Background: an optimization exercise with open tools, aiming at small area. Do not read the settings as production practice. At most, simulation tests tie the RTL to the original design; equivalence was not proved. For run 8, only the layout was checked, not whether the RTL still works. Power figures rest on the tool's default switching activity, not on a simulated workload.

### design/flow/flow/run.sh
#!/bin/bash
# The standard layout with three changes:
#  * port buffers use the smallest buffer cell (sky130_fd_sc_hd__buf_1);
#  * the synthesized netlist's combinational cells are set to their smallest
#    drive strength before floorplanning (flip-flops untouched);
#  * clock tree built from clkbuf_4 without dummy loads.
set -euo pipefail
export BUFFER_PORTS_ARGS="-buffer_cell sky130_fd_sc_hd__buf_1"
export CTS_ARGS="-sink_clustering_enable -sink_clustering_levels 1 -repair_clock_nets -dont_use_dummy_load -buf_list sky130_fd_sc_hd__clkbuf_8 -sink_clustering_size 30 -sink_clustering_max_diameter 500"
R=$PWD/orfs/results/$FLOW_PLATFORM/MouseHandler/base
bash standard.sh $R/1_2_yosys.v > synth_flow.log 2>&1
python3 flow/downsize.py $R/1_2_yosys.v $FLOW_HOME/platforms/$FLOW_PLATFORM/lib/sky130_fd_sc_hd__tt_025C_1v80.lib > downsize.log 2>&1
bash standard.sh finish > standard_flow.log 2>&1
### design/flow/flow/downsize.py
#!/usr/bin/env python3
"""Replace each combinational cell of the synthesis netlist by the smallest
drive-strength variant of the same function in the library, when that is
smaller. Flip-flops are left as synthesis made them.
Usage: downsize.py NETLIST LIB"""
import re, sys
net, lib = sys.argv[1], sys.argv[2]
txt = open(lib).read()
area = {}
ms = list(re.finditer(r'cell\s*\(\s*"?(sky130_fd_sc_hd__\w+?)"?\s*\)', txt))
for i, m in enumerate(ms):
    end = ms[i + 1].start() if i + 1 < len(ms) else len(txt)
    a = re.search(r'area\s*:\s*([\d.]+)', txt[m.end():end])
    if a:
        area[m.group(1)] = float(a.group(1))
best = {}
for c, a in area.items():
    mm = re.match(r'(sky130_fd_sc_hd__[a-z0-9]+)_(\d+)$', c)
    if mm and 'lpflow' not in c:
        b = mm.group(1)
        if b not in best or a < area[best[b]]:
            best[b] = c
src = open(net).read()
count = {}
def sub(m):
    cell, base = m.group(0), m.group(1)
    kind = base.replace('sky130_fd_sc_hd__', '')
    if re.match(r'(e|s)?df|sedf|dl|clk|conb|tap|fill|decap', kind) or cell not in area:
        return cell
    cand = best.get(base, cell)
    if area[cand] < area[cell]:
        count[cell + ' -> ' + cand] = count.get(cell + ' -> ' + cand, 0) + 1
        return cand
    return cell
src = re.sub(r'\b(sky130_fd_sc_hd__[a-z0-9]+)_(\d+)\b(?=\s+\S+\s*\()', sub, src)
open(net, 'w').write(src)
for k, v in sorted(count.items()):
    print(v, k)
### design/flow/standard.sh
#!/bin/bash
# synth_recipe.tcl (not shown) runs the flow's synth.tcl, then flattens the netlist and writes it again
# the make line also repeats each setting of config.mk as NAME=value (left out here)
make -C /OpenROAD-flow-scripts/flow DESIGN_CONFIG=/design/flow/config.mk WORK_HOME=/design/flow/orfs CLKGATE_MAP_FILE= SYNTH_SCRIPT=/design/flow/synth_recipe.tcl "${@:-finish}"
### design/flow/config.mk
export PLATFORM = sky130hd
export DESIGN_NAME = MouseHandler
export DESIGN_NICKNAME = MouseHandler
export VERILOG_FILES = /design/flow/design.v
export SDC_FILE = /design/flow/constraint.sdc
export NUM_CORES = 4
export LEC_CHECK = 0
export CAP_MARGIN = 20
export CORE_MARGIN = 2
export CORE_UTILIZATION = 40
export SLEW_MARGIN = 20
### design/flow/constraint.sdc
create_clock -name core_clock -period 10.0 [get_ports {clk}]
set_input_delay 2.0000 -clock core_clock [delete_from_list [all_inputs] [get_ports {clk}]]
set_output_delay 2.0000 -clock core_clock [all_outputs]
set_load 0.01 [all_outputs]
### design/flow/design.v
`timescale 1ns / 1ps
module MouseHandler(clk,rst,ps2_c_in,ps2_d_in,ps2_c_oe,ps2_d_oe,ps2_d_out,XMouseVGA,YMouseVGA,Botones);
input clk, rst;
input ps2_c_in, ps2_d_in;
output ps2_c_oe, ps2_d_oe, ps2_d_out;
output [9:0] XMouseVGA, YMouseVGA;
output reg [2:0] Botones;
reg fb;
reg [2:0] frun;
reg edge_c;
wire fsat = (frun == 3'd0);
wire all1 = fb & fsat;
wire all0 = ~fb & fsat;
wire fall_edge = edge_c & all0;
always @(posedge clk or posedge rst)
	if (rst) begin
		fb <= 1'b0;
		frun <= 3'd0;
		edge_c <= 1'b0;
	end else begin
		fb <= ps2_c_in;
		if (ps2_c_in != fb)
			frun <= 3'b001;
		else
			frun <= {frun[1:0], (~frun[2] & frun[1]) | (frun[2] & ~frun[1] & frun[0])};
		edge_c <= all1 | (edge_c & ~all0);
	end
reg go, s1, s2, s3;
wire tx_idle = ~(s1 | s2 | s3);
assign ps2_c_oe = s1;
assign ps2_d_oe = s2;
reg [3:0] cuenta;
wire trama = (cuenta == 4'd10);
localparam [15:0] LFSR_A = 16'h5d4b;
localparam [15:0] LFSR_B = 16'h5e0f;
localparam [15:0] LFSR_T = 16'hfbd0;
reg [15:0] tmr;
wire hit = (tmr == LFSR_T);
wire done = go & tx_idle;
wire tmr_load = ~go | (s2 & fall_edge & trama);
wire tmr_step = s1 | s3 | (s2 & fall_edge);
wire lfsr_fb = tmr[0] ^ tmr[3] ^ tmr[4] ^ tmr[5];
wire shift_x, shift_y;
wire [15:0] tmr_next = tmr_load ? (go ? LFSR_B : LFSR_A) :
	{done ? ps2_d_in : lfsr_fb, tmr[15:9], done ? ps2_d_in : tmr[8], tmr[7:1]};
always @(posedge clk) begin
	if (tmr_load | tmr_step | shift_x)
		tmr[7:0] <= tmr_next[7:0];
	if (tmr_load | tmr_step | shift_y)
		tmr[15:8] <= tmr_next[15:8];
end
assign ps2_d_out = tmr[0];
wire [7:0] dx = tmr[7:0];
wire [7:0] dy = tmr[15:8];
always @(posedge clk or posedge rst)
	if (rst) begin
		go <= 1'b0;
		s1 <= 1'b0;
		s2 <= 1'b0;
		s3 <= 1'b0;
	end else begin
		go <= 1'b1;
		s1 <= ~go | (s1 & ~hit);
		s2 <= (s1 & hit) | (s2 & ~(fall_edge & trama));
		s3 <= (s2 & fall_edge & trama) | (s3 & ~hit);
	end
localparam R0 = 3'd0, R1 = 3'd1, R2 = 3'd2, R3 = 3'd3, R4 = 3'd4;
reg [2:0] rxs;
wire rx_start = ~ps2_d_in & ps2_c_in & tx_idle;
wire clr_bits = (rxs == R0) & tx_idle;
wire shift = (rxs == R2) & ~trama;
wire rx_done = (rxs == R4);
always @(posedge clk or posedge rst)
	if (rst)
		rxs <= R0;
	else
		case (rxs)
			R0: rxs <= rx_start ? R1 : R0;
			R1: rxs <= fall_edge ? R2 : R1;
			R2: rxs <= R3;
			R3: rxs <= trama ? R4 : R1;
			default: rxs <= R0;
		endcase
always @(posedge clk)
	if (clr_bits)
		cuenta <= 4'd0;
	else
		cuenta <= cuenta ^ {&{cuenta[2:0], fall_edge}, &{cuenta[1:0], fall_edge}, cuenta[0] & fall_edge, fall_edge};
reg [1:0] nbyte;
wire listo = nbyte[1] & ~nbyte[0];
wire slot0 = ~nbyte[1] & ~nbyte[0];
wire slot1 = ~nbyte[1] & nbyte[0];
wire slot2 = nbyte[1] & nbyte[0];
always @(posedge clk or posedge rst)
	if (rst)
		nbyte <= 2'b00;
	else begin
		nbyte[0] <= rx_done ? ~nbyte[1] : nbyte[0];
		nbyte[1] <= nbyte[0] & (rx_done | nbyte[1]);
	end
reg [5:0] st;    
assign shift_x = done & shift & slot1;
assign shift_y = done & shift & slot2;
always @(posedge clk) begin
	if (shift & slot0 & ~cuenta[3])
		st <= {ps2_d_in, st[5:1]};
end
reg [9:0] nx, ny;
assign XMouseVGA = ~nx;
assign YMouseVGA = ~ny;
wire [9:0] gdx = {10{listo}} & {{2{st[4]}}, dx};
wire [9:0] gdy = {10{listo}} & {{2{st[5]}}, dy};
reg [9:0] xn, yn;
reg cx, cy;
integer i;
always @* begin
	cx = 1'b0; cy = 1'b0;
	for (i = 0; i < 10; i = i + 1) begin
		xn[i] = nx[i] ^ gdx[i] ^ cx;
		cx = (nx[i] & gdx[i]) | (nx[i] & cx) | (gdx[i] & cx);
		yn[i] = ny[i] ^ gdy[i] ^ cy;
		cy = (ny[i] & gdy[i]) | (ny[i] & cy) | (gdy[i] & cy);
	end
end
always @(posedge clk or posedge rst)
	if (rst) begin
		nx <= 10'h3ff;
		ny <= 10'h3ff;
	end else begin
		nx <= xn;
		ny <= yn;
	end
always @(posedge clk or posedge rst)
	if (rst)
		Botones <= 3'b0;
	else if (listo)
		Botones <= st[2:0];
endmodule
==> results of run 1 <==
-- power breakdown --
part	switching, mW	internal, mW
Clock	0.0816	0.0798
Combinational	0.0217	0.0224
Sequential	0.0159	0.290
Total	0.119	0.392
-- critical path, cell delays in order (launching register included) --
cell     delay [ns]
dfrtp_1        0.42
nor2b_2        0.28
and2_1         0.20
ha_1           0.19
fa_1           0.41
inv_1          0.09
fa_1           0.16
inv_1          0.05
fa_1           0.38
fa_1           0.39
fa_1           0.39
fa_1           0.38
fa_1           0.39
fa_1           0.39
xnor2_1        0.18
xnor2_1        0.14
-- final cells by class --
| class | instances | area share [%] |
|---|---|---|
| clock buffers | 9 | 3.78 |
| inverters | 35 | 4.01 |
| multi-input cells | 121 | 32.7 |
| flip-flops and latches | 63 | 51.6 |
| well taps | 99 | 3.78 |
| repair buffers | 33 | 4.16 |
-- cell usage in the layout, fill, tap and decap left out, drive strengths merged, types with 2 or more instances in the layout --
cell type	n
inv	35
buf	32
edfxtp	22
dfstp	20
and2	20
dfrtp	17
fa	16
clkbuf	10
nand2b	9
xnor2	8
nor2b	6
nor3	5
o21ai	5
mux2	4
nand2	4
ha	4
dfxtp	4
nand4b	3
nand3	3
nor2	3
a21oi	3
nor3b	2
nor4b	2
a31oi	2
o21a	2
xor2	2
-- worst paths after layout --
| kind | depth (start not counted) | endpoint | from |
|---|---|---|---|
| worst max-delay path | 15 | ny[9] | nbyte[1] |
| worst min-delay path | 0 | st[2] | st[3] |
| worst max register to register | 15 | ny[9] | nbyte[1] |
| worst min register to register | 0 | st[2] | st[3] |
| max in group asynchronous | 3 | ny[0] | rst |
| min in group asynchronous | 3 | Botones[1] | rst |
-- metal layers --
layer  global-route usage [%]  share of wire (%)
met4                     4.48                1.0
met1                     18.2                 47
met2                     20.1                 48
met5                        0                  0
met3                     5.54                4.3
-- sequential cells by signal, indices dropped and copies added (netlist names), 2 cells and up, named ones only --
| name | flops |
|---|---|
| Botones | 3 |
| nbyte | 2 |
| frun | 3 |
| ny | 10 |
| st | 6 |
| tmr | 16 |
| rxs | 3 |
| cuenta | 4 |
| nx | 10 |
-- metrics by stage --
stage	setup slack (ns)	instance area (um^2)
2_1_floorplan	5.55	2910
3_3_place_gp	5.41	3150
3_5_place_dp	5.31	3150
4_1_cts	5.33	3270
5_1_grt	5.29	3280
6_report	5.50	3280
==> run summary, run 1 <==
largest net degree at the start of global routing - 38
CTS clk-pin slew, worst paths - 0.07 ns
vias per cell - 4.66
total core area - 0.00714 mm^2
Clock Skew - 0.0254 ns
Worst Path Arrival - 4.77 ns
Hold Crit Class - flip-flop to flip-flop
die height - 89.3 um
P&R area growth vs syn - 12.8%
Ys Warns - 1
Non-Filler Instances - 360
Max IR drop VDD - 99.2 uV
H-tree depth - 3
power density over the cells - 156 mW/mm^2
post-CTS setup buffers - 0
global-route wire length before repair - 7.82 mm
status - finished clean
Die Wd - 89.3 um
Final Max Tran Viols - 0
Final ANT Viol Nets - 0
CTS tree - built
Pleak - 1.31 nW
Setup violations, final - 0
IO Port Bufs - 29
DRC violations left - 0
antenna fix cells - 0
fin crit share - 45.0%
R2R setup slack - 5.50 ns
CP endpoint kind - flip-flop
critical path type - flip-flop to flip-flop
CP required - 10.27 ns
number of gates resized after cts - 0
Post-Route WL - 4.81 mm
CTS sink count - 63
setup_tns - 0 ns
antenna violations before repair - 0
total power - 0.511 mW
Multi-input gate area - 0.00107 mm^2
Synth Net Count - 247
via count - 1,676
Final Core Density - 46.0%
GR Overflow Total - 0
GPL Wtd Cong - 0.714
Tmin final - 4.50 ns
Hold Buf Count CTS - 0
WL per Instance - 13.4 um
RSZ-0062 raised after global routing - no
initial drt markers - 77
measured slew at the worst slew-check pin - 0.932 ns
total track usage - 13.5%
Synth Cell Area - 0.00291 mm^2
Nets - 287
FILL cells - 687
num rows - 31
Syn Area/Cell - 13.0 um^2
max-cap violations - 0
Peak Freq - 0.222 GHz
HPWL Detailed - 3.51 mm
FF/Latch Area - 0.00169 mm^2
Fin. Hold Viols - 0
Slew HR - 37.0%
drt pass-1 iters - 4
io pins - 30
dpl cells - 350
vias in the first global route - 1,634
clk root buf - clkbuf_8
clk buf depth - 2
Initial Util - 40.7%
Die ar. - 0.00797 mm^2
fraction of layout instances using a drive strength above 1 - 15.3%
Mapped Cells - 223
crit-path max FO - 19
clock latency on the worst-skew pair - 0.34 ns
Worst Setup Start Kind - flip-flop
Inserted Clock Buffers - 9
worst hold slack - 0.427 ns
==> run 2: changes to the inputs <==
--- a/design/flow/flow/run.sh
+++ b/design/flow/flow/run.sh
@@ -7,5 +7,5 @@
 set -euo pipefail
 export BUFFER_PORTS_ARGS="-buffer_cell sky130_fd_sc_hd__buf_1"
-export CTS_ARGS="-sink_clustering_enable -sink_clustering_levels 1 -repair_clock_nets -dont_use_dummy_load -buf_list sky130_fd_sc_hd__clkbuf_8 -sink_clustering_size 30 -sink_clustering_max_diameter 500"
+export CTS_ARGS="-sink_clustering_enable -repair_clock_nets -dont_use_dummy_load -buf_list sky130_fd_sc_hd__clkbuf_4"
 R=$PWD/orfs/results/$FLOW_PLATFORM/MouseHandler/base
 bash standard.sh $R/1_2_yosys.v > synth_flow.log 2>&1
--- a/design/flow/config.mk
+++ b/design/flow/config.mk
@@ -8,4 +8,4 @@
 export CAP_MARGIN = 20
 export CORE_MARGIN = 2
-export CORE_UTILIZATION = 40
+export CORE_UTILIZATION = 60
 export SLEW_MARGIN = 20
==> run 2 against run 1 <==
  * Still clean
  * Critical path depth stayed put
  * Sequential share of layout area is 2.0 points higher
  * Core utilization is 21 points higher
  * Non-clock buffer count is 2 lower
  * Die area is 32% lower
  * Sequential cell count stayed put
  * Global-route usage is 6.8 points higher
  * Clock power is 26% lower
  * Via count is 0.30% lower
  * Combinational power hardly changed
  * Worst hold slack worse by 0.0050 ns
  * Largest power group unchanged
  * Highest routed layer unchanged
==> run summary, run 2 <==
status - finished clean
total power - 0.468 mW (-8.4%)
Die ar. - 0.00542 mm^2 (-32%)
Syn Area/Cell - 13.0 um^2 (unchanged)
die height - 73.6 um (-18%)
max-cap violations - 0 (unchanged)
Synth Net Count - 247 (unchanged)
HPWL Detailed - 3.44 mm (-2.0%)
CTS clk-pin slew, worst paths - 0.10 ns (+0.03 ns)
io pins - 30 (unchanged)
commonest non-fill, non-tap cell in the layout - inv_1
H-tree depth - 3 (unchanged)
fraction of layout instances using a drive strength above 1 - 14.7% (-0.65 points)
Final Max Tran Viols - 0 (unchanged)
crit path launch - nbyte[1]
Inserted Clock Buffers - 9 (unchanged)
GPL Wtd Cong - 0.843 (+18%)
pre-CTS setup slack - 5.37 ns (+0.0587 ns)
clock latency on the worst-skew pair - 0.38 ns (+0.04 ns)
largest net degree at the start of global routing - 38 (unchanged)
most frequent cells in the layout - inv_1 (35), buf_1 (29), edfxtp_1 (22), dfstp_2 (20), and2_1 (19)
initial drt markers - 108 (+40%)
Max IR drop VDD - 116 uV (+17%)
total core area - 0.00469 mm^2 (-34%)
RSZ-0062 raised after global routing - no
crit-path max FO - 19 (unchanged)
Multi-input gate area - 0.00107 mm^2 (unchanged)
Die Wd - 73.6 um (-18%)
measured slew at the worst slew-check pin - 0.906 ns (-0.0259 ns)
CTS tree - built
Worst Setup Start Kind - flip-flop
Peak Freq - 0.222 GHz (about the same)
biggest regs - tmr (16), nx (10), ny (10)
worst r2r src - nbyte[1]
Slew HR - 38.8% (+1.8 points)
critical path type - flip-flop to flip-flop
vias per cell - 5.34 (+15%)
max reg flops - 16 (unchanged)
Hold Crit Class - flip-flop to flip-flop
Nets - 285 (-0.70%)
R2R setup slack - 5.50 ns (about the same)
CP required - 10.32 ns (+0.05 ns)
via count - 1,671 (-0.30%)
IO Port Bufs - 29 (unchanged)
Setup violations, final - 0 (unchanged)
total track usage - 20.4% (+6.8 points)
setup_tns - 0 ns (unchanged)
CTS sink count - 63 (unchanged)
P&R area growth vs syn - 8.48%
Pleak - 1.28 nW (-2.4%)
global-route wire length before repair - 7.87 mm (+0.61%)
power density over the cells - 148 mW/mm^2 (-4.8%)
DRC violations left - 0 (unchanged)
Worst Hold Depth - 0 (unchanged)
Fin. Hold Viols - 0 (unchanged)
Most flops, register - tmr
FF-to-FF path depth - 15 (unchanged)
number of gates resized after cts - 0 (unchanged)
Post-Route WL - 4.70 mm (-2.4%)
Tmin final - 4.50 ns (-0.000130 ns)
post-CTS setup buffers - 0 (unchanged)
Mapped Cells - 223 (unchanged)
vias in the first global route - 1,645 (+0.67%)
Synth Cell Area - 0.00291 mm^2 (unchanged)
Final ANT Viol Nets - 0 (unchanged)
drt pass-1 iters - 4 (unchanged)
Worst Path Arrival - 4.82 ns (+0.05 ns)
Initial Util - 62.0% (+21 points)
antenna violations before repair - 0 (unchanged)
FILL cells - 378 (-45%)
WL per Instance - 15.0 um (+12%)
clk buf depth - 2 (unchanged)
GR Overflow Total - 0 (unchanged)
Clock Skew - 0.0139 ns (-0.0115 ns)
Final Core Density - 67.2% (+21 points)
worst setup margin - 5.50 ns (+0.000130 ns)
antenna fix cells - 0 (unchanged)
fin crit share - 45.0% (about the same)
crit path to - ny[9]
clk root buf - clkbuf_4
r2r endpoint - ny[9]
Hold Buf Count CTS - 0 (unchanged)
FF/Latch Area - 0.00169 mm^2 (unchanged)
CP endpoint kind - flip-flop
num rows - 25 (-19%)
Ys Warns - 1 (unchanged)
[run 2: per-stage QoR]
step | hold WS, ns | area, um^2 | std cells
floorplan | 0.400 | 2910 | 223
finish | 0.422 | 3150 | 313
detailed placement | 0.425 | 3080 | 304
CTS | 0.427 | 3150 | 313
global route | 0.438 | 3150 | 313
global placement | 0.412 | 3080 | 304
[run 2: layer usage]
metal / track usage [%] / share of wire [%]
met1: 27.6 / 46
met2: 30.2 / 49
met3: 6.31 / 3.6
met4: 9.70 / 1.1
met5: 0 / 0
[run 2: worst max-delay path, cell delays in order (launching register included)]
cell,delay [ns]
dfrtp_1,0.43
nor2b_2,0.28
and2_1,0.20
ha_1,0.19
fa_1,0.39
inv_1,0.08
fa_1,0.16
inv_1,0.05
fa_1,0.37
fa_1,0.39
fa_1,0.39
fa_1,0.39
fa_1,0.41
fa_1,0.39
xnor2_1,0.18
xnor2_1,0.14
[run 2: how the worst min path moves through the flow]
stage | startpoint | to
floorplan | st[3] | st[2]
global placement | st[3] | st[2]
detailed placement | st[3] | st[2]
CTS | st[3] | st[2]
global route | st[3] | st[2]
finish | st[3] | st[2]
[run 2: final cells by class]
type                       count  share of cell area [%]
clock buffer                   9                    2.14
inverter                      35                    4.17
multi-input combinational    121                    34.0
sequential                    63                    53.6
tap                           54                    2.14
timing repair buffer          31                    3.93
[run 2: where the power goes]
part | total [mW] | internal [mW] | switching, mW
clock network | 0.119 | 0.0418 | 0.0769
registers | 0.305 | 0.289 | 0.0162
logic | 0.0442 | 0.0224 | 0.0218
total | 0.468 | 0.353 | 0.115
==> run 3: changes to the inputs <==
--- a/design/flow/config.mk
+++ b/design/flow/config.mk
@@ -9,3 +9,4 @@
 export CORE_MARGIN = 2
 export CORE_UTILIZATION = 60
+export PLACE_DENSITY = 0.8
 export SLEW_MARGIN = 20
==> run 3 against run 2 <==
  * Critical endpoint is now nx[9]
  * Die area did not move
  * Core utilization rose by 0.11 points
  * Sequential share of layout area fell by 0.085 points
  * Power fell by 0.45%
  * Largest power group unchanged
  * Maximum frequency fell by 2.6%
  * Non-clock buffer count rose by 1
  * Global-route usage rose by 0.77 points
==> run summary, run 3 <==
Die ar. - 0.00542 mm^2 (unchanged)
vias per cell - 5.35 (+0.28%)
Multi-input gate area - 0.00107 mm^2 (-0.23%)
Syn Area/Cell - 13.0 um^2 (unchanged)
CP required - 10.30 ns (-0.02 ns)
P&R area growth vs syn - 8.65%
Hold Crit Class - flip-flop to flip-flop
FF/Latch Area - 0.00169 mm^2 (unchanged)
Nets - 286 (+0.35%)
Ys Warns - 1 (unchanged)
fraction of layout instances using a drive strength above 1 - 14.6% (-0.056 points)
met1 usage - 28.9% (+1.3 points)
Final ANT Viol Nets - 0 (unchanged)
crit-path max FO - 19 (unchanged)
Die Wd - 73.6 um (unchanged)
Pleak - 1.28 nW (+0.43%)
WL per Instance - 14.9 um (-0.89%)
Critical Path Slowest Stage Cell - dfrtp_1
setup_tns - 0 ns (unchanged)
Clock Skew - 0.0217 ns (+0.00781 ns)
total power - 0.466 mW (-0.45%)
antenna fix cells - 0 (unchanged)
vias in the first global route - 1,749 (+6.3%)
drt pass-1 iters - 5 (+1)
Slew HR - 42.4% (+3.7 points)
HPWL Detailed - 3.41 mm (-0.82%)
Final Max Tran Viols - 0 (unchanged)
CTS tree - built
RSZ-0062 raised after global routing - no
CTS sink count - 63 (unchanged)
Worst Path Arrival - 4.92 ns (+0.10 ns)
Worst Setup Start Kind - flip-flop
R2R setup slack - 5.38 ns (-0.12 ns)
initial drt markers - 96 (-11%)
clock latency on the worst-skew pair - 0.40 ns (+0.02 ns)
power density over the cells - 148 mW/mm^2 (-0.61%)
number of gates resized after cts - 0 (unchanged)
critical path type - flip-flop to flip-flop
Inserted Clock Buffers - 9 (unchanged)
Crit path top cell by count - fa_1
IO Port Bufs - 29 (unchanged)
Initial Util - 62.0% (unchanged)
max-cap violations - 0 (unchanged)
Synth Net Count - 247 (unchanged)
clk root buf - clkbuf_4
biggest regs - tmr (16), nx (10), ny (10)
measured slew at the worst slew-check pin - 0.852 ns (-0.0541 ns)
Slowest Stage Delay on Critical Path - 0.44 ns (about the same)
GR Util met2 - 30.4% (+0.20 points)
Synth Cell Area - 0.00291 mm^2 (unchanged)
clk buf depth - 2 (unchanged)
CTS clk-pin slew, worst paths - 0.09 ns (about the same)
global-route wire length before repair - 8.14 mm (+3.3%)
GR Overflow Total - 0 (unchanged)
Fin. Hold Viols - 0 (unchanged)
fin crit share - 46.2% (+1.2 points)
total core area - 0.00469 mm^2 (unchanged)
Most flops, register - tmr
via count - 1,681 (+0.60%)
die height - 73.6 um (unchanged)
Setup violations, final - 0 (unchanged)
GPL Wtd Cong - 0.763 (-9.5%)
commonest non-fill, non-tap cell in the layout - inv_1
most frequent cells in the layout - inv_1 (35), buf_1 (29), edfxtp_1 (22), dfstp_2 (20), and2_1 (19)
status - finished clean
CP Cell Sequence - nor2b_1 -> buf_4 -> and2_1 -> ha_1 -> fa_1 -> inv_1 -> fa_1 -> inv_1 -> fa_1 -> fa_1 -> fa_1 -> fa_1 -> fa_1 -> fa_1 -> xnor2_1 -> xnor2_1
met3 Resource Use GR - 6.72% (+0.41 points)
num rows - 25 (unchanged)
antenna violations before repair - 0 (unchanged)
Tmin final - 4.62 ns (+0.120 ns)
Post-Route WL - 4.67 mm (-0.57%)
DRC violations left - 0 (unchanged)
largest net degree at the start of global routing - 38 (unchanged)
total track usage - 21.2% (+0.77 points)
CP endpoint kind - flip-flop
Peak Freq - 0.216 GHz (-2.6%)
Hold Buf Count CTS - 0 (unchanged)
Max IR drop VDD - 118 uV (+2.0%)
max reg flops - 16 (unchanged)
FILL cells - 354 (-6.3%)
gr busiest metal - met2
post-CTS setup buffers - 0 (unchanged)
Mapped Cells - 223 (unchanged)
io pins - 30 (unchanged)
H-tree depth - 3 (unchanged)
==> run 3: critical path: cells and delay by family (launching register included) <==
family	cells	cell delay, ns
xor gates and xnor gates	2	0.33
adders and majority gates	9	3.10
buffers and inverters	3	0.32
DFF	1	0.44
and+or+nand+nor	2	0.33
==> run 3: routing by layer <==
| metal | vias to the layer above | routed length (um) | share of wire, % |
|---|---|---|---|
| li1 | 807 | - | - |
| met3 | 11 | 201 | 4.3 |
| met1 | 829 | 2050 | 44 |
| met2 | 34 | 2290 | 49 |
| met4 | 0 | 133 | 2.8 |
| met5 | - | 0 | 0 |
==> run 3: stage by stage <==
| step | hold WS [ns] | utilization [%] | cells | area (um^2) | setup WS [ns] |
|---|---|---|---|---|---|
| final | 0.432 | 67.3 | 314 | 3160 | 5.38 |
| after global routing | 0.456 | 67.3 | 314 | 3160 | 5.14 |
| after CTS | 0.437 | 67.3 | 314 | 3160 | 5.36 |
| after detailed placement | 0.421 | 65.9 | 305 | 3090 | 5.40 |
| after global placement | 0.406 | 65.9 | 305 | 3090 | 5.49 |
| after floorplan | 0.400 | - | 223 | 2910 | 5.55 |
==> run 3: area by class of cell <==
class,count,share of cell area (%)
multi-input combinational,121,33.9
inverter,35,4.16
sequential,63,53.5
clock buffer,9,2.14
timing repair buffer,32,4.16
tap,54,2.14
==> run 3: final timing paths <==
path	startpoint	to	depth (start not counted)
setup / recovery	nbyte[1]	nx[9]	16
hold / removal	st[2]	st[1]	0
setup reg to reg	nbyte[1]	nx[9]	16
hold reg to reg	st[2]	st[1]	0
max in group asynchronous	rst	nx[8]	3
min in group asynchronous	rst	Botones[0]	3
==> run 3: report_power, final <==
group | internal [mW] | total [mW] | switching [mW]
registers | 0.289 | 0.305 | 0.0156
clock network | 0.0418 | 0.118 | 0.0759
logic | 0.0223 | 0.0437 | 0.0214
==> run 4: changes to the inputs <==
--- a/design/flow/config.mk
+++ b/design/flow/config.mk
@@ -8,5 +8,4 @@
 export CAP_MARGIN = 20
 export CORE_MARGIN = 2
-export CORE_UTILIZATION = 60
-export PLACE_DENSITY = 0.8
+export CORE_UTILIZATION = 75
 export SLEW_MARGIN = 20
==> run 4 against run 3 <==
  * Still clean
  * Die area is 19% lower
  * Via count is 1.7% higher
  * Register-to-register slack improved by 0.02 ns
  * Largest cell class unchanged
==> run summary, run 4 <==
Synth Net Count - 247 (unchanged)
setup_tns - 0 ns (unchanged)
R2R setup slack - 5.40 ns (+0.02 ns)
HPWL Detailed - 3.85 mm (+13%)
H-tree depth - 3 (unchanged)
worst r2r src - nbyte[1]
Post-Route WL - 5.14 mm (+10%)
power density over the cells - 149 mW/mm^2 (+1.1%)
Nets - 285 (-0.35%)
RSZ-0062 raised after global routing - no
clk root buf - clkbuf_4
initial drt markers - 116 (+21%)
clock share of power - 25.4% (+0.2 points)
vias per cell - 5.57 (+4.0%)
Die Wd - 66.3 um (-10%)
io pins - 30 (unchanged)
Final Max Tran Viols - 0 (unchanged)
Inserted Clock Buffers - 9 (unchanged)
P&R area growth vs syn - 8.22%
Slew HR - 42.0% (-0.39 points)
via count - 1,710 (+1.7%)
fin crit share - 46.0% (-0.20 points)
biggest regs - tmr (16), nx (10), ny (10)
pre-CTS setup slack - 5.30 ns (-0.0996 ns)
post-CTS setup buffers - 0 (unchanged)
Peak Freq - 0.217 GHz (+0.44%)
CP required - 10.33 ns (+0.03 ns)
WL per Instance - 16.7 um (+13%)
commonest non-fill, non-tap cell in the layout - inv_1
fraction of layout instances using a drive strength above 1 - 14.7% (+0.056 points)
crit path launch - nbyte[1]
max reg flops - 16 (unchanged)
drt pass-1 iters - 4 (-1)
vias in the first global route - 1,829 (+4.6%)
GPL Wtd Cong - 0.773 (+1.4%)
GR Overflow Total - 0 (unchanged)
Die ar. - 0.00439 mm^2 (-19%)
most frequent cells in the layout - inv_1 (35), buf_1 (29), edfxtp_1 (22), dfstp_2 (20), and2_1 (19)
hold endpoint - st[2]
Hold Crit Class - flip-flop to flip-flop
NetSw - 0.116 mW (+2.5%)
Clock Skew - 0.0275 ns (+0.00581 ns)
Fin. Hold Viols - 0 (unchanged)
Reg power frac - 65.1% (-0.3 points)
Logic pwr share - 9.5% (about the same)
critical path type - flip-flop to flip-flop
total core area - 0.00369 mm^2 (-21%)
Most flops, register - tmr
Synth Cell Area - 0.00291 mm^2 (unchanged)
DRC violations left - 0 (unchanged)
total track usage - 27.1% (+6.0 points)
CTS clk-pin slew, worst paths - 0.10 ns (about the same)
IO Port Bufs - 29 (unchanged)
Hold Buf Count CTS - 0 (unchanged)
r2r endpoint - ny[9]
hold_sp - st[3]
Pleak - 1.28 nW (-0.43%)
Worst Setup Start Kind - flip-flop
sw frac - 24.7% (+0.44 points)
FF-to-FF path depth - 15 (-1)
Final ANT Viol Nets - 0 (unchanged)
global-route wire length before repair - 8.43 mm (+3.6%)
Setup violations, final - 0 (unchanged)
Syn Area/Cell - 13.0 um^2 (unchanged)
clock latency on the worst-skew pair - 0.40 ns (about the same)
max-cap violations - 0 (unchanged)
measured slew at the worst slew-check pin - 0.858 ns (+0.00583 ns)
Initial Util - 78.8% (+17 points)
die height - 66.3 um (-10%)
status - finished clean
worst setup margin - 5.40 ns (+0.0203 ns)
number of gates resized after cts - 0 (unchanged)
Worst Path Arrival - 4.93 ns (about the same)
Worst Hold Depth - 0 (unchanged)
Mapped Cells - 223 (unchanged)
Max IR drop VDD - 134 uV (+13%)
num rows - 22 (-12%)
CTS tree - built
CP endpoint kind - flip-flop
Ys Warns - 1 (unchanged)
internal power - 0.354 mW (about the same)
Tmin final - 4.60 ns (-0.0203 ns)
clk buf depth - 2 (unchanged)
crit-path max FO - 19 (unchanged)
CTS sink count - 63 (unchanged)
largest net degree at the start of global routing - 38 (unchanged)
antenna fix cells - 0 (unchanged)
antenna violations before repair - 0 (unchanged)
Final Core Density - 85.3% (+18 points)
==> run 4: cell type report <==
cell class	instances	area [um^2]
clock buffer	9	67.6
fill	217	542
inverter	35	131
multi-input combinational	121	1070
sequential	63	1690
tap	48	60.1
timing repair buffer	31	124
==> run 4: worst max-delay path, stage by stage (launching register included) <==
cell	delay (ns)
dfrtp_1	0.43
nor2b_2	0.28
and2_1	0.22
ha_1	0.20
fa_1	0.38
inv_1	0.11
fa_1	0.18
inv_1	0.06
fa_1	0.39
fa_1	0.40
fa_1	0.39
fa_1	0.39
fa_1	0.41
fa_1	0.41
xnor2_1	0.18
xnor2_1	0.14
==> run 4: power by group through the flow <==
stage / clock, mW / sequential, mW / combinational, mW
floorplan: 0 / 0.305 / 0.0351
global placement: 0 / 0.308 / 0.0420
detailed placement: 0 / 0.310 / 0.0447
CTS: 0.120 / 0.305 / 0.0453
global route: 0.130 / 0.309 / 0.0504
finish: 0.119 / 0.305 / 0.0447
==> run 4: metrics by stage <==
stage / instance area [um^2] / total power [mW] / instances / hold slack [ns]
final: 3150 / 0.469 / 307 / 0.429
after global routing: 3150 / 0.489 / 307 / 0.462
after CTS: 3140 / 0.470 / 307 / 0.430
after detailed placement: 3080 / 0.355 / 298 / 0.406
after global placement: 3080 / 0.350 / 298 / 0.410
after floorplan: 2910 / 0.340 / 223 / 0.400
==> run 4: routing by layer <==
metal / routed length (um) / vias to the layer above / GRT usage (%)
met5: 0 / - / 0
met4: 92 / 0 / 11.0
met3: 188 / 11 / 5.96
met2: 2740 / 33 / 47.1
met1: 2120 / 860 / 32.8
li1: - / 806 / -
==> run 4: worst max-delay path by stage <==
stage,end,slack (ns)
2_1_floorplan,nx[9],5.55
3_3_place_gp,ny[9],5.49
3_5_place_dp,ny[9],5.30
4_1_cts,ny[9],5.27
5_1_grt,ny[9],5.21
6_report,ny[9],5.40
==> run 5: changes to the inputs <==
--- a/design/flow/config.mk
+++ b/design/flow/config.mk
@@ -8,4 +8,4 @@
 export CAP_MARGIN = 20
 export CORE_MARGIN = 2
-export CORE_UTILIZATION = 75
+export CORE_UTILIZATION = 40
 export SLEW_MARGIN = 20
==> run 5 against run 4 <==
  * Sequential cell count is the same
  * Wire length shrank 6.6%
  * Still clean on timing, DRC and antenna
  * Critical path type unchanged
  * Synthesized cell count is the same
  * Register-to-register slack gained 0.09 ns
  * Non-clock buffer count grew 2
  * Clock skew grew 0.013 ns
==> run summary, run 5 <==
status - finished clean
GR Overflow Total - 0 (unchanged)
commonest non-fill, non-tap cell in the layout - inv_1
Synth Net Count - 247 (unchanged)
IO Port Bufs - 29 (unchanged)
CP required - 10.34 ns (about the same)
worst setup margin - 5.49 ns (+0.0908 ns)
initial drt markers - 87 (-25%)
Fin. Hold Viols - 0 (unchanged)
Max IR drop VDD - 89.2 uV (-33%)
Pleak - 1.29 nW (+0.62%)
FF/Latch Area - 0.00169 mm^2 (unchanged)
pre-CTS setup slack - 5.31 ns (+0.0173 ns)
measured slew at the worst slew-check pin - 0.954 ns (+0.0956 ns)
Synth Cell Area - 0.00291 mm^2 (unchanged)
largest net degree at the start of global routing - 38 (unchanged)
most frequent cells in the layout - inv_1 (35), buf_1 (29), edfxtp_1 (22), dfstp_2 (20), and2_1 (19)
Final ANT Viol Nets - 0 (unchanged)
number of gates resized after cts - 0 (unchanged)
total track usage - 13.4% (-14 points)
CP endpoint kind - flip-flop
setup_tns - 0 ns (unchanged)
post-CTS setup buffers - 0 (unchanged)
io pins - 30 (unchanged)
die height - 89.3 um (+35%)
Worst Path Arrival - 4.85 ns (-0.08 ns)
Final Max Tran Viols - 0 (unchanged)
Most flops, register - tmr
fraction of layout instances using a drive strength above 1 - 15.3% (+0.65 points)
Slew HR - 35.6% (-6.5 points)
Multi-input gate area - 0.00107 mm^2 (unchanged)
Inserted Clock Buffers - 9 (unchanged)
antenna fix cells - 0 (unchanged)
P&R area growth vs syn - 10.8%
num rows - 31 (+41%)
crit-path max FO - 19 (unchanged)
vias in the first global route - 1,633 (-11%)
drt pass-1 iters - 4 (unchanged)
Ys Warns - 1 (unchanged)
CTS tree - built
Hold Buf Count CTS - 0 (unchanged)
Post-Route WL - 4.80 mm (-6.6%)
global-route wire length before repair - 7.76 mm (-8.0%)
antenna violations before repair - 0 (unchanged)
vias per cell - 4.73 (-15%)
Syn Area/Cell - 13.0 um^2 (unchanged)
biggest regs - tmr (16), nx (10), ny (10)
DRC violations left - 0 (unchanged)
Initial Util - 40.7% (-38 points)
Worst Setup Start Kind - flip-flop
GPL Wtd Cong - 0.714 (-7.7%)
power density over the cells - 145 mW/mm^2 (-2.6%)
clk root buf - clkbuf_4
HPWL Detailed - 3.51 mm (-8.9%)
Die ar. - 0.00797 mm^2 (+81%)
Die Wd - 89.3 um (+35%)
max reg flops - 16 (unchanged)
H-tree depth - 3 (unchanged)
FILL cells - 699 (+220%)
CTS sink count - 63 (unchanged)
Tmin final - 4.51 ns (-0.0908 ns)
Mapped Cells - 223 (unchanged)
RSZ-0062 raised after global routing - no
WL per Instance - 13.3 um (-20%)
via count - 1,702 (-0.47%)
clock latency on the worst-skew pair - 0.40 ns (about the same)
Nets - 287 (+0.70%)
Hold Crit Class - flip-flop to flip-flop
Peak Freq - 0.222 GHz (+2.0%)
Setup violations, final - 0 (unchanged)
clk buf depth - 2 (unchanged)
Clock Skew - 0.0406 ns (+0.0131 ns)
max-cap violations - 0 (unchanged)
total core area - 0.00714 mm^2 (+93%)
critical path type - flip-flop to flip-flop
CTS clk-pin slew, worst paths - 0.12 ns (+0.02 ns)
fin crit share - 45.1% (-0.91 points)
run 5: path summary, 6_finish.rpt:
check | start | endpoint | slack (ns) | cells past startpoint
hold reg to reg | st[3] | st[2] | 0.43 | 0
max in group asynchronous | rst | nx[0] | 7.96 | 3
setup reg to reg | nbyte[1] | ny[9] | 5.49 | 15
hold / removal | st[3] | st[2] | 0.43 | 0
setup / recovery | nbyte[1] | ny[9] | 5.49 | 15
min in group asynchronous | rst | Botones[1] | 1.65 | 3
run 5: per-layer routing:
metal / vias up / track usage [%] / wire length, um
met5: - / 0 / 0
met4: 0 / 5.29 / 53
met3: 6 / 4.71 / 187
met2: 37 / 20.1 / 2280
met1: 850 / 18.0 / 2280
li1: 809 / - / -
run 5: power by group:
group          switching, mW  internal [mW]
sequential            0.0158          0.289
clock                 0.0770         0.0418
combinational         0.0218         0.0225
total                  0.115          0.353
run 5: layout make-up:
class                   count  area share, %
well taps                  99           3.84
clock buffers               9           2.10
inverters                  35           4.08
multi-input cells         121           33.3
flip-flops and latches     63           52.5
repair buffers             33           4.23
run 5: worst max-delay path, cell delays in order (launching register included):
cell     delay, ns
dfrtp_1       0.43
nor2b_2       0.29
and2_1        0.21
ha_1          0.19
fa_1          0.41
inv_1         0.09
fa_1          0.16
inv_1         0.05
fa_1          0.38
fa_1          0.39
fa_1          0.39
fa_1          0.38
fa_1          0.39
fa_1          0.39
xnor2_1       0.18
xnor2_1       0.14
run 5: through the flow:
step / std cells / power [mW] / util [%] / hold slack [ns] / instance area, um^2
floorplan: 223 / 0.340 / - / 0.400 / 2910
global placement: 350 / 0.353 / 44.1 / 0.403 / 3150
detailed placement: 350 / 0.355 / 44.1 / 0.413 / 3150
CTS: 359 / 0.474 / 45.1 / 0.437 / 3220
global route: 360 / 0.493 / 45.2 / 0.446 / 3220
finish: 360 / 0.468 / 45.2 / 0.433 / 3220
==> run 6: changes to the inputs <==
--- a/design/flow/flow/run.sh
+++ b/design/flow/flow/run.sh
@@ -7,5 +7,5 @@
 set -euo pipefail
 export BUFFER_PORTS_ARGS="-buffer_cell sky130_fd_sc_hd__buf_1"
-export CTS_ARGS="-sink_clustering_enable -repair_clock_nets -dont_use_dummy_load -buf_list sky130_fd_sc_hd__clkbuf_4"
+export CTS_ARGS="-sink_clustering_enable -repair_clock_nets -dont_use_dummy_load -root_buf sky130_fd_sc_hd__clkbuf_4 -buf_list sky130_fd_sc_hd__clkbuf_2"
 R=$PWD/orfs/results/$FLOW_PLATFORM/MouseHandler/base
 bash standard.sh $R/1_2_yosys.v > synth_flow.log 2>&1
--- a/design/flow/config.mk
+++ b/design/flow/config.mk
@@ -8,4 +8,4 @@
 export CAP_MARGIN = 20
 export CORE_MARGIN = 2
-export CORE_UTILIZATION = 40
+export CORE_UTILIZATION = 60
 export SLEW_MARGIN = 20
==> run 6 against run 5 <==
  * Setup slack improved by 0.0086 ns
  * Non-clock buffer count decreased by 2
  * Global-route usage up 7.0 points
  * Via count shrank 1.8%
  * Power is essentially flat
  * Wire length is 2.2% lower
  * Synthesized cell count stayed put
  * Die area down 32%
  * Critical path type unchanged
  * Highest routed layer unchanged
==> run summary, run 6 <==
status - finished clean
measured slew at the worst slew-check pin - 0.906 ns (-0.0473 ns)
GPL Wtd Cong - 0.843 (+18%)
total track usage - 20.4% (+7.0 points)
clock latency on the worst-skew pair - 0.38 ns (-0.02 ns)
largest net degree at the start of global routing - 38 (unchanged)
io pins - 30 (unchanged)
Final ANT Viol Nets - 0 (unchanged)
fraction of layout instances using a drive strength above 1 - 14.7% (-0.65 points)
antenna violations before repair - 0 (unchanged)
num rows - 25 (-19%)
vias in the first global route - 1,645 (+0.73%)
drt pass-1 iters - 4 (unchanged)
P&R area growth vs syn - 8.48%
max-cap violations - 0 (unchanged)
crit path to - ny[9]
Tmin final - 4.50 ns (-0.00856 ns)
Initial Util - 62.0% (+21 points)
vias per cell - 5.34 (+13%)
DRC violations left - 0 (unchanged)
critical path type - flip-flop to flip-flop
met1 usage - 27.6% (+9.6 points)
Post-Route WL - 4.70 mm (-2.2%)
IO Port Bufs - 29 (unchanged)
Worst Setup Start Kind - flip-flop
setup_tns - 0 ns (unchanged)
Pleak - 1.28 nW (-0.61%)
fin crit share - 45.0% (-0.086 points)
commonest non-fill, non-tap cell in the layout - inv_1
biggest regs - tmr (16), nx (10), ny (10)
CP endpoint kind - flip-flop
FILL cells - 378 (-46%)
Most flops, register - tmr
Nets - 285 (-0.70%)
max reg flops - 16 (unchanged)
Mapped Cells - 223 (unchanged)
worst hold slack - 0.422 ns (-0.0109 ns)
Synth Net Count - 247 (unchanged)
Inserted Clock Buffers - 9 (unchanged)
power density over the cells - 148 mW/mm^2 (+2.2%)
clk buf depth - 2 (unchanged)
via count - 1,671 (-1.8%)
Die ar. - 0.00542 mm^2 (-32%)
global-route wire length before repair - 7.87 mm (+1.5%)
CTS sink count - 63 (unchanged)
met3 Resource Use GR - 6.31% (+1.6 points)
GR Util met2 - 30.2% (+10 points)
r2r endpoint - ny[9]
final instance area - 0.00315 mm^2 (-2.1%)
Die Wd - 73.6 um (-18%)
crit path launch - nbyte[1]
Fin. Hold Viols - 0 (unchanged)
Syn Area/Cell - 13.0 um^2 (unchanged)
GR Overflow Total - 0 (unchanged)
number of gates resized after cts - 0 (unchanged)
pre-CTS setup slack - 5.37 ns (+0.0587 ns)
Synth Cell Area - 0.00291 mm^2 (unchanged)
CP required - 10.32 ns (-0.02 ns)
die height - 73.6 um (-18%)
worst r2r src - nbyte[1]
most frequent cells in the layout - inv_1 (35), buf_1 (29), edfxtp_1 (22), dfstp_2 (20), and2_1 (19)
CTS clk-pin slew, worst paths - 0.10 ns (-0.02 ns)
crit-path max FO - 19 (unchanged)
Setup violations, final - 0 (unchanged)
gr busiest metal - met2
Final Max Tran Viols - 0 (unchanged)
Worst Path Arrival - 4.82 ns (-0.03 ns)
FF-to-FF path depth - 15 (unchanged)
initial drt markers - 108 (+24%)
CTS tree - built
Slew HR - 38.8% (+3.2 points)
Peak Freq - 0.222 GHz (+0.19%)
WL per Instance - 15.0 um (+12%)
antenna fix cells - 0 (unchanged)
worst setup margin - 5.50 ns (+0.00856 ns)
Ys Warns - 1 (unchanged)
post-CTS setup buffers - 0 (unchanged)
total power - 0.468 mW (about the same)
H-tree depth - 3 (unchanged)
R2R setup slack - 5.50 ns (about the same)
area post-placement - 0.00308 mm^2 (-2.0%)
Hold Crit Class - flip-flop to flip-flop
Hold Buf Count CTS - 0 (unchanged)
clk root buf - clkbuf_4
RSZ-0062 raised after global routing - no
Clock Skew - 0.0139 ns (-0.0267 ns)
total core area - 0.00469 mm^2 (-34%)
HPWL Detailed - 3.44 mm (-2.0%)
Max IR drop VDD - 116 uV (+30%)
==> run 6: power breakdown <==
part	internal, mW	switching, mW	total, mW
Clock	0.0418	0.0769	0.119
Sequential	0.289	0.0162	0.305
Combinational	0.0224	0.0218	0.0442
Total	0.353	0.115	0.468
==> run 6: cell type report <==
class                      instances  area (um^2)  area share [%]
clock buffer                       9         67.6            2.14
inverter                          35          131            4.17
multi-input combinational        121         1070            34.0
sequential                        63         1690            53.6
tap                               54         67.6            2.14
timing repair buffer              31          124            3.93
==> run 6: per-layer routing <==
| layer | routed length (um) | share of wire (%) |
|---|---|---|
| met5 | 0 | 0 |
| met1 | 2150 | 46 |
| met4 | 51 | 1.1 |
| met2 | 2320 | 49 |
| met3 | 171 | 3.6 |
==> run 6: how the worst min path moves through the flow <==
stage	startpoint	end	slack, ns	depth (start not counted)
2_1_floorplan	st[3]	st[2]	0.40	0
3_5_place_dp	st[3]	st[2]	0.42	0
3_3_place_gp	st[3]	st[2]	0.41	0
4_1_cts	st[3]	st[2]	0.43	0
6_report	st[3]	st[2]	0.42	0
5_1_grt	st[3]	st[2]	0.44	0
==> run 6: critical path: stages, from the launching register on <==
cell and delay, ns:
dfrtp_1 0.43, nor2b_2 0.28, and2_1 0.20, ha_1 0.19, fa_1 0.39, inv_1 0.08, fa_1 0.16, inv_1 0.05
fa_1 0.37, fa_1 0.39, fa_1 0.39, fa_1 0.39, fa_1 0.41, fa_1 0.39, xnor2_1 0.18, xnor2_1 0.14
==> run 6: through the flow <==
step / utilization [%] / std cells
after floorplan: - / 223
after global placement: 65.7 / 304
after detailed placement: 65.7 / 304
after CTS: 67.2 / 313
after global routing: 67.2 / 313
final: 67.2 / 313
==> run 7: changes to the inputs <==
==> design/flow/flow/run.sh (replaced) <==
#!/bin/bash
# The standard layout with these changes:
#  * after the standard synthesis, the combinational logic is re-mapped by
#    ABC for area (flip-flops, adder and tie cells kept as they are), the
#    result is proven equivalent to the standard netlist, and combinational
#    cells are set to their smallest drive strength;
#  * port buffers use the smallest buffer cell (sky130_fd_sc_hd__buf_1);
#  * clock tree built from clkbuf_4 without dummy loads.
set -euo pipefail
export PATH=$PATH:/OpenROAD-flow-scripts/tools/install/yosys/bin
export BUFFER_PORTS_ARGS="-buffer_cell sky130_fd_sc_hd__buf_1"
export CTS_ARGS="-sink_clustering_enable -repair_clock_nets -dont_use_dummy_load -buf_list sky130_fd_sc_hd__clkbuf_4"
R=$PWD/orfs/results/$FLOW_PLATFORM/MouseHandler/base
LIB=$FLOW_HOME/platforms/$FLOW_PLATFORM/lib/sky130_fd_sc_hd__tt_025C_1v80.lib
bash standard.sh $R/1_2_yosys.v > synth_flow.log 2>&1
cp $R/1_2_yosys.v standard_synth.v
bash flow/reabc.sh $R/1_2_yosys.v $LIB > reabc.log 2>&1
python3 flow/downsize.py $R/1_2_yosys.v $LIB > downsize.log 2>&1
bash flow/eqcheck.sh standard_synth.v $R/1_2_yosys.v $LIB > eqcheck.log 2>&1
bash standard.sh finish > standard_flow.log 2>&1
==> design/flow/flow/eqcheck.sh (new file) <==
#!/bin/bash
# Prove that the re-mapped netlist ($2) does what the standard synthesis
# netlist ($1) does, flip-flops paired by instance name. Exits non-zero if not.
set -euo pipefail
LIB=$3
yosys -p "read_liberty -ignore_miss_func $LIB; read_verilog $1; rename $FLOW_TOP gold; read_verilog $2; rename $FLOW_TOP gate; hierarchy -check; flatten gold gate; opt_clean; async2sync; equiv_make gold gate eq; hierarchy -top eq; equiv_simple -seq 2; equiv_induct; equiv_status -assert"
==> design/flow/flow/reabc.sh (new file) <==
#!/bin/bash
# Re-map the combinational logic of the standard synthesis netlist with ABC
# for area. Flip-flops, adder cells and tie cells are kept as they are (same
# instances, names and cell types). Usage: reabc.sh NETLIST LIB
set -euo pipefail
NET=$1; LIB=$2
DONTUSE=$(grep -o 'cell *( *"\?sky130_fd_sc_hd__\(lpflow\|probe\)[a-z0-9_]*' "$LIB" | sed 's/.*(\s*"\?/-dont_use /' | sort -u | tr '\n' ' ')
KEEP=$(grep -o 'sky130_fd_sc_hd__[a-z0-9_]*' "$NET" | sort -u | grep -E '__(e|s)?df|__sedf|__dl|__fa_|__ha_|__conb' | tr '\n' ' ')
cat > reabc.ys <<EOT
read_liberty -ignore_miss_func $LIB
read_verilog $NET
hierarchy -check -top $FLOW_TOP
blackbox $KEEP
flatten
rename -hide w:*.*
opt -purge
abc -liberty $LIB $DONTUSE -script +strash;dc2;dch,-f;map,-a;strash;dc2;dch,-f;map,-a;topo
read_liberty -lib $LIB
hierarchy -top $FLOW_TOP
opt_clean -purge
splitnets
opt_clean -purge
hilomap -singleton -hicell sky130_fd_sc_hd__conb_1 HI -locell sky130_fd_sc_hd__conb_1 LO
insbuf -buf sky130_fd_sc_hd__buf_4 A X
check -assert -mapped
tee -o reabc_stat.txt stat -liberty $LIB
write_verilog -noattr -nohex -nodec -selected $NET.reabc
EOT
yosys -s reabc.ys
mv $NET.reabc $NET
==> run 7 against run 6 <==
  * Critical path depth up 2
  * Register-to-register slack worse by 0.15 ns
  * First-iteration DRC count down 19%
  * Largest cell class unchanged
  * Cell count up 13%
  * Sequential share of layout area up 0.86 points
  * Still clean on timing, DRC and antenna
  * Clock skew up 0.016 ns
  * Maximum frequency down 3.3%
  * Power down 1.4%
  * Sequential cell count unchanged
  * Clock power about the same
  * Final area down 1.6%
==> run summary, run 7 <==
num rows - 25 (unchanged)
global-route wire length before repair - 8.00 mm (+1.6%)
Crit path top cell by count - fa_1
worst setup margin - 5.34 ns (-0.154 ns)
max reg flops - 16 (unchanged)
fin crit share - 46.6% (+1.5 points)
antenna fix cells - 0 (unchanged)
max-cap violations - 0 (unchanged)
Clock Skew - 0.0303 ns (+0.0164 ns)
power density over the cells - 149 mW/mm^2 (+0.19%)
Final Max Tran Viols - 0 (unchanged)
Most flops, register - tmr
CTS tree - built
R2R setup slack - 5.34 ns (-0.15 ns)
RSZ-0062 raised after global routing - no
CP endpoint kind - flip-flop
Setup violations, final - 0 (unchanged)
total power - 0.462 mW (-1.4%)
FILL cells - 399 (+5.6%)
Post-Route WL - 4.97 mm (+5.9%)
crit-path max FO - 17 (-2)
crit path launch - nbyte[1]
Die ar. - 0.00529 mm^2 (-2.4%)
total core area - 0.00463 mm^2 (-1.3%)
io pins - 30 (unchanged)
post-CTS setup buffers - 0 (unchanged)
clock latency on the worst-skew pair - 0.40 ns (+0.02 ns)
pre-CTS setup slack - 5.34 ns (-0.0288 ns)
hold_sp - st[3]
CP Cell Sequence - clkinv_1 -> nor2_1 -> clkinv_1 -> nor2_1 -> ha_1 -> fa_1 -> clkinv_1 -> fa_1 -> clkinv_1 -> fa_1 -> fa_1 -> fa_1 -> fa_1 -> fa_1 -> fa_1 -> xnor2_1 -> xor2_1
Syn Area/Cell - 10.9 um^2 (-16%)
Synth Net Count - 284 (+15%)
FF-to-FF path depth - 17 (+2)
setup_tns - 0 ns (unchanged)
Pleak - 1.25 nW (-2.0%)
Die Wd - 72.7 um (-1.2%)
worst r2r src - nbyte[1]
Max IR drop VDD - 107 uV (-7.3%)
Final ANT Viol Nets - 0 (unchanged)
clk root buf - clkbuf_4
IO Port Bufs - 29 (unchanged)
GR Overflow Total - 0 (unchanged)
Hold Buf Count CTS - 0 (unchanged)
H-tree depth - 3 (unchanged)
Ys Warns - 1 (unchanged)
initial drt markers - 87 (-19%)
fraction of layout instances using a drive strength above 1 - 11.0% (-3.7 points)
Worst Setup Start Kind - flip-flop
most frequent cells in the layout - clkinv_1 (65), nor2_1 (39), nand2_1 (29), buf_1 (29), edfxtp_1 (22)
Non-Filler Instances - 355 (+13%)
Fin. Hold Viols - 0 (unchanged)
antenna violations before repair - 0 (unchanged)
total track usage - 21.4% (+1.1 points)
Worst Path Arrival - 4.97 ns (+0.15 ns)
HPWL Detailed - 3.79 mm (+10%)
Inserted Clock Buffers - 9 (unchanged)
CTS clk-pin slew, worst paths - 0.09 ns (about the same)
commonest non-fill, non-tap cell in the layout - clkinv_1
die height - 72.7 um (-1.2%)
via count - 1,769 (+5.9%)
Worst Hold Depth - 0 (unchanged)
r2r endpoint - nx[9]
drt pass-1 iters - 4 (unchanged)
dpl cells - 346 (+14%)
Nets - 327 (+15%)
Tmin final - 4.66 ns (+0.154 ns)
DRC violations left - 0 (unchanged)
Slew HR - 47.4% (+8.6 points)
GPL Wtd Cong - 0.806 (-4.5%)
Critical Path Slowest Stage Cell - dfrtp_1
critical path type - flip-flop to flip-flop
P&R area growth vs syn - 9.54%
hold endpoint - st[2]
status - finished clean
clk buf depth - 2 (unchanged)
biggest regs - tmr (16), nx (10), ny (10)
Peak Freq - 0.215 GHz (-3.3%)
Initial Util - 61.2% (-0.76 points)
vias per cell - 4.98 (-6.7%)
Synth Cell Area - 0.00283 mm^2 (-2.5%)
largest net degree at the start of global routing - 38 (unchanged)
vias in the first global route - 1,716 (+4.3%)
CP required - 10.32 ns (about the same)
CTS sink count - 63 (unchanged)
number of gates resized after cts - 0 (unchanged)
WL per Instance - 14.0 um (-6.7%)
measured slew at the worst slew-check pin - 0.781 ns (-0.126 ns)
Slowest Stage Delay on Critical Path - 0.41 ns (-0.02 ns)
Hold Crit Class - flip-flop to flip-flop
Mapped Cells - 260 (+17%)
## run 7: cell type report
class | instances | area (um^2) | share of cell area (%)
flip-flops and latches | 63 | 1690 | 54.5
multi-input cells | 132 | 905 | 29.1
inverters | 65 | 244 | 7.86
repair buffers | 32 | 129 | 4.15
clock buffers | 9 | 67.6 | 2.18
well taps | 54 | 67.6 | 2.18
## run 7: worst max path at each step
stage               cells past startpoint  slack (ns)  endpoint
detailed placement                     17        5.34     ny[9]
finish                                 17        5.34     nx[9]
global route                           17        5.09     nx[9]
floorplan                              17        5.72     nx[9]
CTS                                    17        5.33     nx[9]
global placement                       17        5.46     ny[9]
## run 7: stage by stage
| step | util, % | hold WS [ns] | cell area (um^2) |
|---|---|---|---|
| after floorplan | - | 0.400 | 2830 |
| final | 67.1 | 0.439 | 3100 |
| after global placement | 65.4 | 0.413 | 3030 |
| after CTS | 66.9 | 0.444 | 3100 |
| after detailed placement | 65.5 | 0.418 | 3030 |
| after global routing | 67.1 | 0.449 | 3100 |
## run 7: worst max-delay path, delay by kind of cell, from the launching register on
family / cells / cell delay, ns
flip-flops: 1 / 0.41
adder cells (fa/ha/maj): 9 / 3.04
buffers and inverters: 4 / 0.53
AND/OR/NAND/NOR: 2 / 0.21
XOR/XNOR: 2 / 0.37
## run 7: power by group
group	switching [mW]	internal (mW)	leakage (nW)	total [mW]
combinational	0.0242	0.0155	0.536	0.0397
clock	0.0753	0.0418	0.0414	0.117
sequential	0.0158	0.289	0.675	0.305
total	0.115	0.346	1.25	0.462
## run 7: layer usage
layer | global-route usage (%) | share of wire (%) | up-vias
li1 | - | - | 883
met1 | 26.4 | 45 | 838
met2 | 35.9 | 50 | 35
met3 | 4.14 | 3.0 | 13
met4 | 11.5 | 2.4 | 0
met5 | 0 | 0 | -
==> run 8: changes to the inputs <==
--- a/design/flow/design.v
+++ b/design/flow/design.v
@@ -43,5 +43,5 @@
 wire shift_x, shift_y;
 wire [15:0] tmr_next = tmr_load ? (go ? LFSR_B : LFSR_A) :
-	{done ? ps2_d_in : lfsr_fb, tmr[15:9], done ? ps2_d_in : tmr[8], tmr[7:1]};
+	{done ? ~ps2_d_in : lfsr_fb, tmr[15:9], done ? ~ps2_d_in : tmr[8], tmr[7:1]};
 always @(posedge clk) begin
 	if (tmr_load | tmr_step | shift_x)
@@ -51,6 +51,6 @@
 end
 assign ps2_d_out = tmr[0];
-wire [7:0] dx = tmr[7:0];
-wire [7:0] dy = tmr[15:8];
+wire [7:0] dx = ~tmr[7:0];    
+wire [7:0] dy = ~tmr[15:8];
 always @(posedge clk or posedge rst)
 	if (rst) begin
==> design/flow/flow/reabc.sh (replaced) <==
#!/bin/bash
# Re-map the combinational logic of the standard synthesis netlist with ABC
# for area. Flip-flops, adder cells and tie cells are kept as they are (same
# instances, names and cell types). Three ABC scripts are tried and the
# smallest result is kept. Usage: reabc.sh NETLIST LIB
set -euo pipefail
NET=$1; LIB=$2
DONTUSE=$(grep -o 'cell *( *"\?sky130_fd_sc_hd__\(lpflow\|probe\)[a-z0-9_]*' "$LIB" | sed 's/.*(\s*"\?/-dont_use /' | sort -u | tr '\n' ' ')
KEEP=$(grep -o 'sky130_fd_sc_hd__[a-z0-9_]*' "$NET" | sort -u | grep -E '__(e|s)?df|__sedf|__dl|__fa_|__ha_|__conb' | tr '\n' ' ')
SCRIPTS=(
  "+strash;dc2;dch,-f;map,-a;strash;dc2;dch,-f;map,-a;topo"
  "+strash;dc2;dch,-f;amap;strash;dc2;dch,-f;amap;topo"
  "+strash;dc2;dch,-f;&get,-n;&nf,-R,1000,-p;&put;topo"
)
best=""; best_area=""
for i in "${!SCRIPTS[@]}"; do
cat > reabc_$i.ys <<EOT
read_liberty -ignore_miss_func $LIB
read_verilog $NET
hierarchy -check -top $FLOW_TOP
blackbox $KEEP
flatten
rename -hide w:*.*
opt -purge
abc -liberty $LIB $DONTUSE -script ${SCRIPTS[$i]}
read_liberty -lib $LIB
hierarchy -top $FLOW_TOP
opt_clean -purge
splitnets
opt_clean -purge
hilomap -singleton -hicell sky130_fd_sc_hd__conb_1 HI -locell sky130_fd_sc_hd__conb_1 LO
insbuf -buf sky130_fd_sc_hd__buf_4 A X
check -assert -mapped
tee -o reabc_stat_$i.txt stat -liberty $LIB
write_verilog -noattr -nohex -nodec -selected $NET.reabc_$i
EOT
  if yosys -s reabc_$i.ys > reabc_$i.log 2>&1; then
    a=$(grep -o "Chip area for module .*: [0-9.]*" reabc_stat_$i.txt | awk '{print $NF}')
    echo "script $i area $a"
    if [[ -z "$best" ]] || awk "BEGIN{exit !($a < $best_area)}"; then best=$i; best_area=$a; fi
  else
    echo "script $i failed"
  fi
done
[[ -n "$best" ]]
echo "kept script $best area $best_area"
mv $NET.reabc_$best $NET
==> run 8 against run 7 <==
  * Still clean on timing, DRC and antenna
  * Synthesized cell count decreased by 9.6%
  * Synthesized area decreased by 0.79%
  * Power decreased by 0.84%
  * Critical path depth decreased by 2
  * Clock skew decreased by 0.011 ns
  * Highest routed layer unchanged
==> run summary, run 8 <==
initial drt markers - 75 (-14%)
WL per Instance - 13.4 um (-4.0%)
max reg flops - 16 (unchanged)
GPL Wtd Cong - 0.771 (-4.2%)
CTS sink count - 63 (unchanged)
Reg power frac - 67.0% (+1.0 points)
antenna violations before repair - 0 (unchanged)
vias in the first global route - 1,642 (-4.3%)
antenna fix cells - 0 (unchanged)
DRC violations left - 0 (unchanged)
Hold Buf Count CTS - 0 (unchanged)
Final Core Density - 69.0% (+2.0 points)
fin crit share - 47.5% (+0.97 points)
Crit path top cell by count - fa_1
Final Max Tran Viols - 0 (unchanged)
Synth Cell Area - 0.00281 mm^2 (-0.79%)
P&R area growth vs syn - 9.12%
total track usage - 20.1% (-1.4 points)
Die Wd - 72.5 um (-0.38%)
Inserted Clock Buffers - 9 (unchanged)
Peak Freq - 0.210 GHz (-2.0%)
measured slew at the worst slew-check pin - 0.748 ns (-0.0325 ns)
Hold Crit Class - flip-flop to flip-flop
clock share of power - 25.4% (about the same)
worst hold slack - 0.445 ns (+0.00646 ns)
Slew HR - 50.1% (+2.7 points)
IO Port Bufs - 29 (unchanged)
via count - 1,696 (-4.1%)
Fin. Hold Viols - 0 (unchanged)
Worst Path Arrival - 5.06 ns (+0.09 ns)
Buffers & Inverters on Critical Path - 2 (-2)
power density over the cells - 149 mW/mm^2 (+0.34%)
internal power - 0.347 mW (about the same)
Setup violations, final - 0 (unchanged)
CTS tree - built
Die ar. - 0.00525 mm^2 (-0.75%)
largest net degree at the start of global routing - 38 (unchanged)
global-route wire length before repair - 7.64 mm (-4.5%)
clk root buf - clkbuf_4
total core area - 0.00444 mm^2 (-4.0%)
worst r2r src - nbyte[0]
biggest regs - tmr (16), nx (10), ny (10)
Mapped Cells - 235 (-9.6%)
HPWL Detailed - 3.19 mm (-16%)
number of gates resized after cts - 0 (unchanged)
Slowest Stage Delay on Critical Path - 0.62 ns (+0.21 ns)
status - finished clean
CP required - 10.31 ns (about the same)
CP endpoint kind - flip-flop
H-tree depth - 3 (unchanged)
Post-Route WL - 4.40 mm (-12%)
CP top delay family - adder cells
area post-placement - 0.00300 mm^2 (-0.99%)
Logic pwr share - 7.7% (-0.9 points)
commonest non-fill, non-tap cell in the layout - clkinv_1
Ys Warns - 1 (unchanged)
clk buf depth - 2 (unchanged)
Synth Net Count - 259 (-8.8%)
Tmin final - 4.75 ns (+0.0970 ns)
post-CTS setup buffers - 0 (unchanged)
Worst Setup Start Kind - flip-flop
Final ANT Viol Nets - 0 (unchanged)
NetSw - 0.111 mW (-3.6%)
CTS clk-pin slew, worst paths - 0.09 ns (about the same)
sw frac - 24.3% (-0.69 points)
most frequent cells in the layout - clkinv_1 (33), nor2_1 (30), buf_1 (29), nand2_1 (26), edfxtp_1 (22)
die height - 72.5 um (-0.38%)
Critical Path Slowest Stage Cell - nand2b_1
Most flops, register - tmr
vias per cell - 5.19 (+4.1%)
CP Cell Sequence - nand2b_1 -> nor2_1 -> ha_1 -> fa_1 -> clkinv_1 -> fa_1 -> clkinv_1 -> fa_1 -> fa_1 -> fa_1 -> fa_1 -> fa_1 -> fa_1 -> xnor2_1 -> xnor2_1
final instance area - 0.00307 mm^2 (-1.2%)
num rows - 24 (-4.0%)
Initial Util - 63.3% (+2.0 points)
GR Overflow Total - 0 (unchanged)
FILL cells - 348 (-13%)
Syn Area/Cell - 12.0 um^2 (+9.8%)
clock latency on the worst-skew pair - 0.39 ns (about the same)
io pins - 30 (unchanged)
Max IR drop VDD - 128 uV (+19%)
max-cap violations - 0 (unchanged)
crit-path max FO - 21 (+4)
setup_tns - 0 ns (unchanged)
Pleak - 1.27 nW (+1.3%)
RSZ-0062 raised after global routing - no
critical path type - flip-flop to flip-flop
fraction of layout instances using a drive strength above 1 - 11.3% (+0.31 points)
Nets - 301 (-8.0%)
drt pass-1 iters - 4 (unchanged)
hold_sp - st[0]
crit path launch - nbyte[0]
Clock Skew - 0.0196 ns (-0.0107 ns)
## run 8: cell count changes in the layout (fill, tap and decap cells not counted), sizes merged, moves of 4 or more
cell / change
clkinv: -32
nand2b: +9
nor2: -9
and3: +4
nor2b: +4
o21ai: -4
## run 8: cell type report
| class | instances | area [um^2] | share of cell area, % |
|---|---|---|---|
| clock buffer | 9 | 67.6 | 2.20 |
| inverter | 33 | 124 | 4.04 |
| multi-input combinational | 139 | 996 | 32.5 |
| sequential | 63 | 1690 | 55.1 |
| tap | 52 | 65.1 | 2.12 |
| timing repair buffer | 31 | 124 | 4.04 |
## run 8: worst min-delay path, cell delays in order (launching register included)
cell	delay, ns
edfxtp_1	0.33
nand2_1	0.04
nand2_1	0.05
## run 8: power groups by stage
stage / clock, mW / combinational (mW) / sequential, mW
floorplan: 0 / 0.0277 / 0.307
global placement: 0 / 0.0342 / 0.311
detailed placement: 0 / 0.0354 / 0.311
CTS: 0.122 / 0.0357 / 0.306
global route: 0.131 / 0.0406 / 0.310
finish: 0.116 / 0.0350 / 0.306
## run 8: final timing paths
check / endpoint / slack (ns) / cells after the start
min reg2reg: Botones[0] / 0.45 / 2
min in group asynchronous: Botones[0] / 1.68 / 3
min: Botones[0] / 0.45 / 2
max in group asynchronous: ny[7] / 7.97 / 3
max: nx[9] / 5.25 / 15
max reg2reg: nx[9] / 5.25 / 15
## run 8: metal layers
layer | share of wire [%] | track usage (%) | up-vias
li1 | - | - | 837
met4 | 1.9 | 9.26 | 0
met1 | 48 | 27.3 | 811
met2 | 47 | 30.9 | 38
met5 | 0 | 0 | -
met3 | 3.0 | 5.00 | 10
## run 8: stage by stage
stage / total power, mW / setup WS [ns] / instances
2_1_floorplan: 0.334 / 5.61 / 235
3_3_place_gp: 0.345 / 5.30 / 318
3_5_place_dp: 0.347 / 5.19 / 318
4_1_cts: 0.463 / 5.18 / 327
5_1_grt: 0.481 / 4.91 / 327
6_report: 0.458 / 5.25 / 327

-- afterwards: timing with drivers on the ports --
The results above use ideal ports. As a check the final layouts listed here were re-extracted and re-timed, cells and wires unchanged.
Step 1: set_driving_cell puts a clkbuf_16 on clk and a buf_2 on each other input, an assumption about the parent block.
Step 2 moves the port delays by t, midway between the first and last clock arrival at a register: inputs arrive t later, outputs are due t later. That takes back most of the time a late clock gives input paths.
Slacks: no drivers / after step 1 / after step 2; pairs: no drivers / after step 1.
run | shift t [ns] | setup slack, ns | worst slew at a driven data input, ns
run 1 | 0.353 | 5.499 / 5.499 / 5.499 | 0.03
run 2 | 0.402 | 5.499 / 5.499 / 5.499 | 0.03
run 3 | 0.410 | 5.379 / 5.379 / 5.379 | 0.03
run 4 | 0.409 | 5.400 / 5.400 / 5.400 | 0.03
run 5 | 0.406 | 5.490 / 5.490 / 5.490 | 0.03
run 6 | 0.402 | 5.499 / 5.499 / 5.499 | 0.03
run 7 | 0.414 | 5.345 / 5.345 / 5.345 | 0.03
run 8 | 0.403 | 5.248 / 5.248 / 5.248 | 0.03
After both steps setup and hold are still met in every run listed.
